This design comes from an exercise in tuning for small area on the open sky130 flow, not from production work. In this exercise RTL edits were held to simulation tests only and were not proved equivalent to the original. Power is estimated from default activity; no workload was simulated.

==> job 2283 <==
Design Nokia5110, start of the top module:
module Nokia5110 (
	input clk,
	input sys_rst,	 
	input [2:0] stat,
	input [2:0] h,
	input [2:0] e,
	input [2:0] d,
	input calor,
	input frio,
	input cerca,
	input luz,
	input jugar,
	input alimentar,
	input test,
	input reset,
	output reg rst,
	output reg ce,
	output reg dc,
	output reg din,
	output dclk
	);
reg [15:0] cnt;
reg first;
reg [2:0] l_stat, l_h, l_e, l_d;	 
reg [1:0] l_tempe;			 
reg l_cerca, l_luz, l_jugar, l_alim, l_test, l_reset;
wire [15:0] cnt_n;
wire first_n, rst_n, ce_n, dc_n, din_n;
wire [2:0] l_stat_n, l_h_n, l_e_n, l_d_n;
wire [1:0] l_tempe_n;
wire l_cerca_n, l_luz_n, l_jugar_n, l_alim_n, l_test_n, l_reset_n;
NokiaNext nx (.sys_rst(sys_rst), .stat(stat), .h(h), .e(e), .d(d),
	.calor(calor), .frio(frio), .cerca(cerca), .luz(luz), .jugar(jugar),
	.alimentar(alimentar), .test(test), .reset(reset),
	.cnt(cnt), .first(first), .rst(rst), .ce(ce), .dc(dc), .din(din),
	.l_stat(l_stat), .l_h(l_h), .l_e(l_e), .l_d(l_d), .l_tempe(l_tempe),
  ...
export LEC_CHECK = 0
export CAP_MARGIN = 30
export CELL_PAD_IN_SITES_DETAIL_PLACEMENT = 1
export CELL_PAD_IN_SITES_GLOBAL_PLACEMENT = 1
export CORE_MARGIN = 2
export CORE_UTILIZATION = 40
export GPL_TIMING_DRIVEN = 0
export SLEW_MARGIN = 30
export SYNTH_HIERARCHICAL = 1
create_clock -name core_clock -period 10.0 [get_ports {clk}]
standard.sh (not shown) runs the stock make flow with config.mk's settings and CLKGATE_MAP_FILE= SYNTH_SCRIPT=/design/flow/synth_recipe.tcl, a recipe that flattens the netlist after the stock synthesis.
==> flow/flow/run.sh <==
#!/bin/bash
# Layout: the standard flow (standard.sh) with these changes:
# - synthesis: the ABC run maps the logic for area (abc_area.script beside this file:
#   &nf area mapping, then mfs3 don't-care resynthesis)
#   instead of delay, and Yosys does not pre-extract half/full adders (ADDER_MAP_FILE empty);
# - port buffers are buf_1 cells;
# - clock tree built from clkbuf_8 cells, without dummy loads.
# Each step's full output goes to the ORFS logs under orfs/logs, and each make run's to a log here.
set -euo pipefail
W=$(pwd)
rm -rf "$W/scripts_area"
cp -r "$FLOW_HOME/scripts" "$W/scripts_area"
cp "$W/flow/abc_area.script" "$W/scripts_area/abc_area.script"
bash "$W/standard.sh" ABC_AREA=1 ADDER_MAP_FILE= SCRIPTS_DIR="$W/scripts_area" synth > "$W/synth.log" 2>&1
bash "$W/standard.sh" "BUFFER_PORTS_ARGS=-buffer_cell sky130_fd_sc_hd__buf_1" \
	"CTS_ARGS=-sink_clustering_enable -repair_clock_nets -dont_use_dummy_load -buf_list sky130_fd_sc_hd__clkbuf_8" \
	finish > "$W/layout.log" 2>&1
==> flow/flow/abc_area.script <==
strash
&get -n
&nf -R 1000 -p -E 10 -F 10 -A 4
&put
mfs3 -ae
mfs3 -ae
topo
==> inputs of job 6010, as changes to job 2283 <==
Settings changed: CAP_MARGIN 30 to 20, SLEW_MARGIN 30 to 20.
==> flow_summary.yaml <==
final_layout:
  multiInputGateArea_sq_um: 3420
  signal_buffers: 27
  layout-drive-gt1-share_pct: 2.46
  area_added_between_synthesis_and_finish_pct: 9.11
placed_design:
  place_ws_ns: 3.40
routing:
  route.detailed.vias_per_inst: 7.88
  routed-wl-met3_um: 4180
  met2RoutedLength_um: 10800
timing:
  final.hold.worst_slack_ns: 0.457
  worstMarginPinSlew_ns: 1.10
pwr:
  power_clock_mw: 0.119
  seqPwrFrac_pct: 43.7
grt:
  first_global_vias: 6277
outcome:
  outcome: "complete, no violations"
That was job 2283.
==> flow_summary.yaml <==
final_layout:
  area_added_between_synthesis_and_finish_pct: 9.17
  multiInputGateArea_sq_um: 3410
  signal_buffers: 29
setup_path:
  critPathArrivalTime_ns: 7.48
routing:
  routed-wl-met3_um: 4350
  met2RoutedLength_um: 10800
placed_design:
  place_ws_ns: 3.44
timing:
  timing.final.crit_period_ns: 7.30
  worstMarginPinSlew_ns: 1.13
  final.hold.worst_slack_ns: 0.458
pwr:
  finalPower_mw: 0.483
  power_clock_mw: 0.112
  power.sequential.total_mw: 0.214
  seqPwrFrac_pct: 44.3
outcome:
  outcome: "complete, no violations"
yosys:
  synth_top_cells_by_count: "91 x nand2_1, 79 x nor2_1, 58 x a21oi_1"
clock_network:
  insertion_delay_ns: 0.32
That was job 6010.

-- separate check: timing with driven ports --
The results above use ideal ports. As a check the final layouts listed here were re-extracted and re-timed, cells and wires unchanged. Step 1 sets driving cells, clkbuf_16 on the clock port and buf_2 on the other inputs (assumed; they add their load-dependent delay and slew). Step 2, shift: input delay + t, output delay - t, t = (earliest + latest rising clock arrival at the registers) / 2. This alone moves slack from input paths to output paths. Three values: ideal, step 1, step 2; two values: the first two.
run | t, ns | slack for setup (ns) | worst register clock-pin slew, ns
job 2283 | 0.346 | 2.671 / 2.671 / 2.671 | 0.11 / 0.11
job 6010 | 0.337 | 2.698 / 2.698 / 2.698 | 0.10 / 0.10
After both steps setup and hold are still met in every run listed.
